This design comes from an exercise in tuning for small area and a short achievable clock period on the open sky130 flow, not from production work. At most, simulation tests tie the RTL to the original design; equivalence was not proved. Power is estimated from default activity; no workload was simulated.

== build 35 ==
## gb_apu
module gb_apu (
    input  logic        clk,
    input  logic        reset,
    input  logic [15:0] addr_i,
    input  logic [ 7:0] data_i,
    input  logic        wren,
    output logic [ 7:0] data_o,
    output logic [15:0] left,
    output logic [15:0] right
);
clock: 11.0 ns
lec_check: 0
abc_area: 1
cap_margin: 20
core_margin: 2
core_utilization: 60
cts_cluster_diameter: 80
cts_cluster_size: 30
setup_slack_margin: 4.6
slew_margin: 20
standard.sh (not shown) runs the stock make flow with config.mk's settings and CLKGATE_MAP_FILE= SYNTH_SCRIPT=/design/flow/synth_recipe.tcl, a recipe that flattens the netlist after the stock synthesis.
==> flow/flow/run.sh <==
#!/bin/bash
cp standard.sh standard_sh_copy.txt
cp config.mk config_mk_copy.txt
export BUFFER_PORTS_ARGS="-buffer_cell sky130_fd_sc_hd__buf_2"
bash standard.sh > standard_flow.log 2>&1
The inputs of build 33 differ from those of build 35 as listed below.
Settings: removing ABC_AREA (formerly 1); changing CORE_UTILIZATION from 60 to 50.
### Flow results
Final design instance area without fill up about 0.56% in build 33 wrt build 35. Compared with build 35, in build 33 internal power contribution shows a reduction of about 4%; power per cell area shows a reduction of 10 nW/um2; non-clock buffer count shows a reduction of 6. Build 33 vs build 35, instance count: build 33 lower. In the tables for build 35 and build 33, area growth from synthesis to layout reads lower with build 33. Initial antenna violation count, build 35 and build 33, higher one = build 33. Of build 33 and build 35, it is build 33 that has the lower total detailed-routing wirelength.
Inputs modified between build 33 and build 11:
Settings: changing CAP_MARGIN from 20 to 0; changing SLEW_MARGIN from 20 to 0; changing CORE_UTILIZATION from 50 to 60.
Findings:
- Build 11 against build 33; worst vdd rail ir drop is up by more than 10%.
- The lower design area came out of build 33.
- Of the two values seen for destination of the critical timing path, data_o[2] was produced by build 33 and data_o[7] by build 11.
- Pre-CTS setup slack sits higher in build 11 than in build 33.
- Going from build 33 to build 11, wire length of the first global-routing pass grows by 1200 um.
- Total power: build 11 above build 33
- Build 33 → build 11: setup slack up 12 ps; utilization grew by 12 points; proportion of cell area occupied by multi-input gates shows a reduction of 0.24 points.
Setup changes, build 11 to build 37
Settings: a change of SLEW_MARGIN from 0 to 20; a change of CTS_CLUSTER_SIZE from 30 to 25; an added GPL_ROUTABILITY_DRIVEN of 0; a change of CAP_MARGIN from 0 to 20; a change of SETUP_SLACK_MARGIN from 4.6 to 4.62; a change of CORE_UTILIZATION from 60 to 65.
Findings:
On hold slack, build 11 beats build 37. Die area: build 37 < build 11. Changes observed in build 37 relative to build 11: estimated wirelength of the detail-placed design +560 um; fraction of power spent switching nets -0.81 points; number of antenna violations at the first check in global routing +1; horizontal die dimension -about 4%.

Another version of the RTL of gb_apu (not shown whole).
Size in the first run: ~2400 cells after synthesis, about 67 I/O pins.
// gb_apu
module gb_apu (
    input  logic        clk,
    input  logic        reset,
    input  logic [15:0] addr_i,
    input  logic [ 7:0] data_i,
    input  logic        wren,
    output logic [ 7:0] data_o,
    output logic [15:0] left,
    output logic [15:0] right
);
Settings: LEC_CHECK=0, CAP_MARGIN=20, CORE_MARGIN=2, CORE_UTILIZATION=40, SETUP_SLACK_MARGIN=4, SLEW_MARGIN=20; clock period 11.0 ns.
run.sh (not shown) runs the stock make flow with config.mk's settings and CLKGATE_MAP_FILE= SYNTH_SCRIPT=/design/flow/synth_recipe.tcl, a recipe that flattens the netlist after the stock synthesis.
Stock flow here: none of the scripts above is used.
The baseline finished with timing, DRC and antenna clean.
==> next run, changes <==
SETUP_SLACK_MARGIN = unset   (was 4)
Outcome:
- The new run ran to the end with no violations
- clock skew shrinks by 0.011 ns
- setup slack gets worse by 1.3 ns
- global-route usage is lower by 0.18 points
- worst hold slack is about the same
- design area is lower by 1.9%
==> next run, changes <==
SETUP_SLACK_MARGIN = 5   (was unset)
- The changed run ran to the end with no violations
- setup slack improves by 1.9 ns
- cell area came out higher by 7.3%
- synthesized cell count stays the same
- non-clock buffer count came out higher by 126
- register-to-register slack gets better by 0.85 ns
- first-iteration DRC count goes up by 28%
- clock power grows by 10%
No functional check of the RTL was part of any run of this note.

## build 84
gb_apu, a different RTL version from the one above (not shown whole).
Size: roughly 67 I/O pins, roughly 29000 µm² of cells after synthesis.
## gb_apu
module gb_apu (
    input  logic        clk,
    input  logic        reset,
    input  logic [15:0] addr_i,
    input  logic [ 7:0] data_i,
    input  logic        wren,
    output logic [ 7:0] data_o,
    output logic [15:0] left,
    output logic [15:0] right
);
==> flow/config.mk <==
export PLATFORM = sky130hd
export DESIGN_NAME = gb_apu
export DESIGN_NICKNAME = gb_apu
export VERILOG_FILES = /design/flow/design.v
export SDC_FILE = /design/flow/constraint.sdc
export NUM_CORES = 4
export LEC_CHECK = 0
export CAP_MARGIN = 20
export CORE_MARGIN = 2
export CORE_UTILIZATION = 40
export CTS_CLUSTER_DIAMETER = 80
export CTS_CLUSTER_SIZE = 30
export SETUP_SLACK_MARGIN = 4.6
export SLEW_MARGIN = 20
==> flow/constraint.sdc <==
create_clock -name core_clock -period 11.0 [get_ports {clk}]
set_input_delay 2.2000 -clock core_clock [delete_from_list [all_inputs] [get_ports {clk}]]
set_output_delay 2.2000 -clock core_clock [all_outputs]
set_load 0.01 [all_outputs]
Build 84 completed; timing, DRC and antenna clean
[inputs] build 32 vs build 84
--- a/flow/config.mk
+++ b/flow/config.mk
@@ -11,3 +11 @@
-export CTS_CLUSTER_DIAMETER = 80
-export CTS_CLUSTER_SIZE = 30
-export SETUP_SLACK_MARGIN = 4.6
+export SETUP_SLACK_MARGIN = 5
## What came out
Total track usage for build 32 is higher than for build 84. Worst setup path endpoint: data_o[6] -> build 32, data_o[2] -> build 84. Compared with build 84, build 32 shows a higher number of H-tree levels. Power density of the placed cells for build 32: 13% up relative to build 84. Against build 84 as the reference, build 32 delivers a lower part of the power in combinational logic. Build 84 and build 32 ended up with roughly the same standard cell area after detailed placement. Build 32 | stages: all done | timing, DRC, antenna: all pass.
## Diff of input files: build 13 against build 32
==> flow/flow/run.sh (new file) <==
#!/bin/bash
cp standard.sh standard_sh_copy.txt
cp config.mk config_mk_copy.txt
export BUFFER_PORTS_ARGS="-buffer_cell sky130_fd_sc_hd__buf_4"
bash standard.sh > standard_flow.log 2>&1
==> flow/standard.sh (new file) <==
#!/bin/bash
# synth_recipe.tcl (not shown) runs the flow's synth.tcl, then flattens the netlist and writes it again
# the make line also repeats each setting of config.mk as NAME=value (left out here)
make -C /OpenROAD-flow-scripts/flow DESIGN_CONFIG=/design/flow/config.mk WORK_HOME=/design/flow/orfs CLKGATE_MAP_FILE= SYNTH_SCRIPT=/design/flow/synth_recipe.tcl "${@:-finish}"
--- a/flow/config.mk
+++ b/flow/config.mk
@@ -10,0 +11,2 @@
+export CTS_CLUSTER_DIAMETER = 80
+export CTS_CLUSTER_SIZE = 30
removed: flow/run.sh
Notes after the runs:
Power, build 32 and build 13: higher on build 32
Core util | build 13 vs build 32 | build 13 lower
Going from build 32 to build 13, count of vias placed by the detailed router lost 725; fraction of area in registers picked up an extra 2.6 points; share of power burned in combinational logic picked up an extra 1.0 points; global-route wire length before repair lost 4900 µm.
Looking at worst setup path endpoint, the data_o[5] result is from build 13; the data_o[6] one comes from build 32.
Build 13 against build 32: met3 wire length picked up an extra about 0.5%; routed wire length now smaller.
Re maximum frequency: build 13 is about 0.9% down on build 32.
No functional check of the RTL was part of any run of this note.

== run 1 ==
gb_apu again, from the RTL that the note above started with.
Settings: LEC_CHECK=0, ABC_AREA=1, CAP_MARGIN=20, CORE_MARGIN=2, CORE_UTILIZATION=60, CTS_CLUSTER_DIAMETER=80, CTS_CLUSTER_SIZE=20, SETUP_SLACK_MARGIN=4.5, SLEW_MARGIN=20; clock period 11.0 ns.
standard.sh (not shown) runs the stock make flow with config.mk's settings and CLKGATE_MAP_FILE= SYNTH_SCRIPT=/design/flow/synth_recipe.tcl, a recipe that flattens the netlist after the stock synthesis.
==> flow/flow/run.sh <==
#!/bin/bash
cp standard.sh standard_sh_copy.txt
cp config.mk config_mk_copy.txt
export BUFFER_PORTS_ARGS="-buffer_cell sky130_fd_sc_hd__buf_2"
bash standard.sh > standard_flow.log 2>&1
Run 1: full flow OK, the timing, design-rule and antenna checks passed
[inputs] run 2 vs run 1
- changing SETUP_SLACK_MARGIN from 4.5 to 5
- changing CTS_CLUSTER_SIZE from 20 to 30
- changing CORE_UTILIZATION from 60 to 40
- removing ABC_AREA (formerly 1)
==> flow/run.sh (new file) <==
#!/bin/bash
# synth_recipe.tcl (not shown) runs the flow's synth.tcl, then flattens the netlist and writes it again
# the make line also repeats each setting of config.mk as NAME=value (left out here)
make -C /OpenROAD-flow-scripts/flow DESIGN_CONFIG=/design/flow/config.mk WORK_HOME=/design/flow/orfs CLKGATE_MAP_FILE= SYNTH_SCRIPT=/design/flow/synth_recipe.tcl finish
removed: flow/flow/run.sh
removed: flow/standard.sh
--- outcome ---
Wire length (run 2 vs. run 1) decreases slightly
Re arrival time at the worst endpoint: run 2 is 0.11 ns down on run 1.
Run 2 vs. run 1: synthesized area divided by synthesized cell count higher; combined global-route utilization of all metal layers went down by 11 points; fraction of the cycle the final worst path needs dropped 1.0 points.
Relative to run 1, height of the chip has increased by about 23% in run 2.
diff inputs: run 2 => run 3
- swapping 40 for 60 in CORE_UTILIZATION
- swapping 5 for 4.6 in SETUP_SLACK_MARGIN
==> flow/flow/run.sh (new file) <==
#!/bin/bash
cp standard.sh standard_sh_copy.txt
cp config.mk config_mk_copy.txt
export BUFFER_PORTS_ARGS="-buffer_cell sky130_fd_sc_hd__buf_2"
bash standard.sh > standard_flow.log 2>&1
==> flow/standard.sh (new file) <==
#!/bin/bash
# synth_recipe.tcl (not shown) runs the flow's synth.tcl, then flattens the netlist and writes it again
# the make line also repeats each setting of config.mk as NAME=value (left out here)
make -C /OpenROAD-flow-scripts/flow DESIGN_CONFIG=/design/flow/config.mk WORK_HOME=/design/flow/orfs CLKGATE_MAP_FILE= SYNTH_SCRIPT=/design/flow/synth_recipe.tcl "${@:-finish}"
removed: flow/run.sh
### Flow results
Fmax delta (run 3 − run 2): favourable. Comparing the two runs side by side, run 3 comes out behind run 2 on worst-case headroom to the max-slew limit. Run 3 against run 2; final instance count without filler cells is down by more than 10%. Looking at run 3 and run 2, the sequential power is a wash. Looking at worst hold slack across both flows, run 3 is the weaker of the two, with run 2 ahead. Comparing run 2 against run 3, there is no change at all in number of I/O pins. Diff run 2 -> run 3 | least setup slack across all paths after layout | increase of 0.15 ns. As of run 3, length of routed met3 wiring had risen by a few percent compared to run 2. The final layout from run 3, which completed every stage, passed the timing, design-rule and antenna checks at the end of the flow. Run 2: flow completed, timing, DRC and antenna clean. Run 3 vs run 2: area of all placed cells without fillers down.
Here is what was changed in the inputs of run 4 compared with run 3.
- CTS_CLUSTER_SIZE: 30 -> 20
- CORE_UTILIZATION: 60 -> 40
Findings:
Routed wire length went up by a few percent going from run 3 to run 4.
Reported for run 3 and run 4, critical path depth turned out identical to the last digit.
Detailed-route via count, run 3 and run 4: higher on run 4
Compared with run 3, run 4 shows a clock power share that is 1.8 points higher.
Count of inserted tapcells in run 4 vs run 3: up 295
Modified inputs, run 5 compared to run 4
- swapping 4.6 for 4.5 in SETUP_SLACK_MARGIN
- swapping 40 for 75 in CORE_UTILIZATION
==> run summary <==
Run 5 finished end to end and its layout was clean on timing, DRC and antenna.
Diff run 4 and run 5: via count of the first global-routing pass lower in run 4
Run 5 reports a lower instance area after placement than run 4 does.
[compare] base=run 4 new=run 5: total power per unit cell area moved up; setup slack moved down; wire length of the first global-routing pass moved down.
No functional check of the RTL was part of any run of this note.

-- static timing again, ports no longer ideal --
How much do the figures lean on ideal ports? The routed layouts below were timed once more, with nothing changed but the port constraints. Step 1 assumes that a clkbuf_16 drives the clock port and a buf_2 every other input. Step 2 adds t to the input delays and takes it off the output delays; t is the mean of the earliest and latest rising clock arrival at the registers after step 1. Input paths then give back, and output paths get back, about the clock's delay inside the block. a / b / c = no drivers / after step 1 / after step 2; a / b = the first two.
run | t, ns | setup slack, ns | worst setup path after step 2 | clock arrival spread, ns | cell pins on the clock port's net
build 35 | 0.649 | 4.560 / 4.482 / 4.096 | input to register | 0.059 / 0.059 | 1
build 33 | 0.680 | 4.582 / 4.331 / 4.036 | input to register | 0.032 / 0.033 | 1
build 11 | 0.641 | 4.594 / 4.267 / 4.133 | input to register | 0.041 / 0.041 | 1
build 37 | 0.630 | 4.586 / 4.246 / 4.087 | input to register | 0.026 / 0.026 | 1
the first run of note 2 | 0.663 | 3.885 / 3.726 / 3.638 | input to register | 0.029 / 0.030 | 1
the second run of note 2 | 0.663 | 2.614 / 2.602 / 1.940 | input to register | 0.018 / 0.019 | 1
the third run of note 2 | 0.667 | 4.501 / 4.298 / 4.287 | input to register | 0.036 / 0.036 | 1
build 84 | 0.704 | 4.434 / 4.250 / 3.795 | input to register | 0.038 / 0.038 | 1
build 32 | 0.675 | 4.486 / 4.170 / 3.864 | input to register | 0.019 / 0.019 | 1
build 13 | 0.701 | 4.424 / 4.275 / 3.938 | input to register | 0.056 / 0.056 | 1
run 1 | 0.645 | 4.356 / 4.314 / 4.124 | input to register | 0.037 / 0.037 | 1
run 2 | 0.644 | 4.468 / 4.227 / 3.968 | input to register | 0.040 / 0.040 | 1
run 3 | 0.691 | 4.615 / 4.327 / 3.871 | input to register | 0.026 / 0.027 | 1
run 4 | 0.660 | 4.468 / 4.236 / 3.974 | input to register | 0.042 / 0.042 | 1
run 5 | 0.633 | 4.460 / 4.225 / 3.852 | input to register | 0.033 / 0.033 | 1
After both steps setup and hold are still met in every run listed. The setup slack of run 3, which loses most, moves by -0.288 ns with the drivers and by -0.744 ns with both steps.
